This design comes from an exercise in tuning for small area on the open sky130 flow, not from production work. The RTL was checked by simulation tests, not by an equivalence proof against the original design. Power figures rest on the tool's default switching activity, not on a simulated workload.

Design mips_top, start of the top module:
module mips_top (
		clock,
		reset,
		instr_data,
		me_ExtMemRdData,
		instr_addr,
		instr_en,
		me_ExtMemWrData,
		me_ExtMemAddr,
		me_ExtMemWrEn,
		me_ExtMemRdEn
	    );
Size in the first run: roughly 3,700 cells after synthesis, ~1,300 flip-flops, about 170 I/O pins, ~0.056 mm² of cells after synthesis.
clock: 12.0 ns
lec_check: 0
cap_margin: 20
core_margin: 2
core_utilization: 34
gpl_timing_driven: 0
place_density: 0.55
slew_margin: 20
synth_hierarchical: 1
standard.sh (not shown) runs the stock make flow with config.mk's settings and CLKGATE_MAP_FILE= SYNTH_SCRIPT=/design/flow/synth_recipe.tcl, a recipe that flattens the netlist after the stock synthesis.
==> flow/flow/run.sh <==
#!/bin/bash
# Standard layout (the standard.sh) with two changes: the ports are
# buffered with the smallest buffer, and the clock tree uses larger sink
# clusters and no dummy loads.  Make's full output goes to flow_make.log;
# each ORFS step also keeps its own log under orfs/logs.
set -euo pipefail
bash standard.sh \
  BUFFER_PORTS_ARGS="-buffer_cell sky130_fd_sc_hd__buf_1" \
  CTS_ARGS="-sink_clustering_enable -repair_clock_nets -sink_clustering_size 26 -sink_clustering_max_diameter 90 -buf_list {sky130_fd_sc_hd__clkbuf_8 sky130_fd_sc_hd__clkbuf_16} -dont_use_dummy_load" \
  finish > flow_make.log 2>&1
Edit:
Settings changed: GPL_TIMING_DRIVEN 0 to default.
Outcome: Maximum frequency came out higher by 1.7%; sequential cell count does not change; via count came out lower by 1.4%; design area came out lower by 4.0%; worst hold slack improves by 0.070 ns; wire length came out higher by 1.1%; cell count came out lower by 2.6%.

mips_top again, from the RTL that the note above started with.
Settings: LEC_CHECK=0, CAP_MARGIN=12, CORE_MARGIN=2, CORE_UTILIZATION=32, PLACE_DENSITY=0.5, SLEW_MARGIN=12, SYNTH_HIERARCHICAL=1; clock period 12.0 ns.
==> flow/flow/run.sh <==
#!/bin/bash
# Standard layout (the standard.sh) with two changes: the ports are
# buffered with the smallest buffer, and the clock tree uses larger sink
# clusters and no dummy loads.  Make's full output goes to flow_make.log;
# each ORFS step also keeps its own log under orfs/logs.
set -euo pipefail
bash standard.sh \
  BUFFER_PORTS_ARGS="-buffer_cell sky130_fd_sc_hd__buf_1" \
  CTS_ARGS="-sink_clustering_enable -repair_clock_nets -sink_clustering_size 28 -sink_clustering_max_diameter 90 -buf_list {sky130_fd_sc_hd__clkbuf_8 sky130_fd_sc_hd__clkbuf_16} -dont_use_dummy_load" \
  finish > flow_make.log 2>&1
Change:
--- a/flow/flow/run.sh
+++ b/flow/flow/run.sh
@@ -9 +9 @@
-  CTS_ARGS="-sink_clustering_enable -repair_clock_nets -sink_clustering_size 28 -sink_clustering_max_diameter 90 -buf_list {sky130_fd_sc_hd__clkbuf_8 sky130_fd_sc_hd__clkbuf_16} -dont_use_dummy_load" \
+  CTS_ARGS="-sink_clustering_enable -repair_clock_nets -sink_clustering_size 26 -sink_clustering_max_diameter 90 -buf_list {sky130_fd_sc_hd__clkbuf_8 sky130_fd_sc_hd__clkbuf_16} -dont_use_dummy_load" \
--- a/flow/config.mk
+++ b/flow/config.mk
@@ -8 +8 @@
-export CAP_MARGIN = 12
+export CAP_MARGIN = 20
@@ -10 +10 @@
-export CORE_UTILIZATION = 32
+export CORE_UTILIZATION = 30
@@ -12 +12 @@
-export SLEW_MARGIN = 12
+export SLEW_MARGIN = 20
Result:
- The changed run produced a clean layout
- non-clock buffer count rises by 20
- worst hold slack loses 0.013 ns
- routed wire length rises by 2.0%
- synthesized cell count does not change
- sequential power hardly moves

== 03-12 ==
mips_top again, from the RTL that the note above started with.
// mips_top
module mips_top (
		clock,
		reset,
		instr_data,
		me_ExtMemRdData,
		instr_addr,
		instr_en,
		me_ExtMemWrData,
		me_ExtMemAddr,
		me_ExtMemWrEn,
		me_ExtMemRdEn
	    );
export LEC_CHECK = 0
export CAP_MARGIN = 20
export CORE_MARGIN = 2
export CORE_UTILIZATION = 52
export PLACE_DENSITY = 0.72
export SLEW_MARGIN = 20
export SYNTH_HIERARCHICAL = 1
create_clock -name core_clock -period 12.0 [get_ports {clock}]
==> flow/flow/run.sh <==
#!/bin/bash
# Standard layout (the standard.sh) with two changes: the ports are
# buffered with the smallest buffer, and the clock tree uses larger sink
# clusters and no dummy loads.  Make's full output goes to flow_make.log;
# each ORFS step also keeps its own log under orfs/logs.
set -euo pipefail
bash standard.sh \
  BUFFER_PORTS_ARGS="-buffer_cell sky130_fd_sc_hd__buf_1" \
  CTS_ARGS="-sink_clustering_enable -repair_clock_nets -sink_clustering_size 26 -sink_clustering_max_diameter 90 -buf_list {sky130_fd_sc_hd__clkbuf_8 sky130_fd_sc_hd__clkbuf_16} -dont_use_dummy_load" \
  finish > flow_make.log 2>&1
03-12 completed end to end with timing, DRC and antenna clean.
Edits applied to the flow inputs when going from 03-12 to 06-09:
- changing CORE_UTILIZATION from 52 to 45
- changing PLACE_DENSITY from 0.72 to 0.68
==> results.txt <==
06-09: full flow OK, the timing, design-rule and antenna checks passed. 06-09: arrival time reported for the critical path endpoint lower than 03-12. Comparing 06-09 and 03-12, routed via count is higher on 03-12. The utilization of 06-09 falls short of that of 03-12 by 7.5 points. 06-09 and 03-12 ended up with nearly the same global placement routability congestion. 06-09 and 03-12 ended up with nearly the same net switching fraction of the power.

==> separate check: timing with driven ports <==
In the flow no input, the clock included, has a driving cell. The finished layouts below were timed again as built, in two steps. Step 1 (the two cells are an assumption about what drives the block):
set clk [get_ports {clock}]
set_driving_cell -lib_cell sky130_fd_sc_hd__clkbuf_16 $clk
set_driving_cell -lib_cell sky130_fd_sc_hd__buf_2 [delete_from_list [all_inputs] $clk]
Step 2 adds t to the input delays and takes it off the output delays; t is the mean of the earliest and latest rising clock arrival at the registers after step 1. Input paths then give back, and output paths get back, about the clock's delay inside the block. Slacks: ideal ports / drivers / drivers and shift; pairs: ideal ports / drivers.
| run | shift t [ns] | setup WS [ns] | worst setup path after step 2 | slew at the worst register clock pin (ns) |
|---|---|---|---|---|
| the first run of note 1 | 0.787 | 0.828 / 0.892 / 0.104 | input to register | 0.12 / 0.12 |
| the second run of note 1 | 0.772 | 1.012 / 1.064 / 0.292 | input to register | 0.11 / 0.11 |
| the first run of note 2 | 0.787 | 0.815 / 0.883 / 0.096 | input to register | 0.12 / 0.12 |
| the second run of note 2 | 0.762 | 1.100 / 1.161 / 0.398 | input to register | 0.11 / 0.11 |
| 03-12 | 0.782 | 1.132 / 1.185 / 0.402 | input to register | 0.11 / 0.11 |
| 06-09 | 0.782 | 1.264 / 1.321 / 0.538 | input to register | 0.11 / 0.11 |
After both steps setup and hold are still met in every run listed. For 03-12, which loses most, drivers alone change the setup slack by +0.053 ns; drivers and shift together by -0.730 ns.
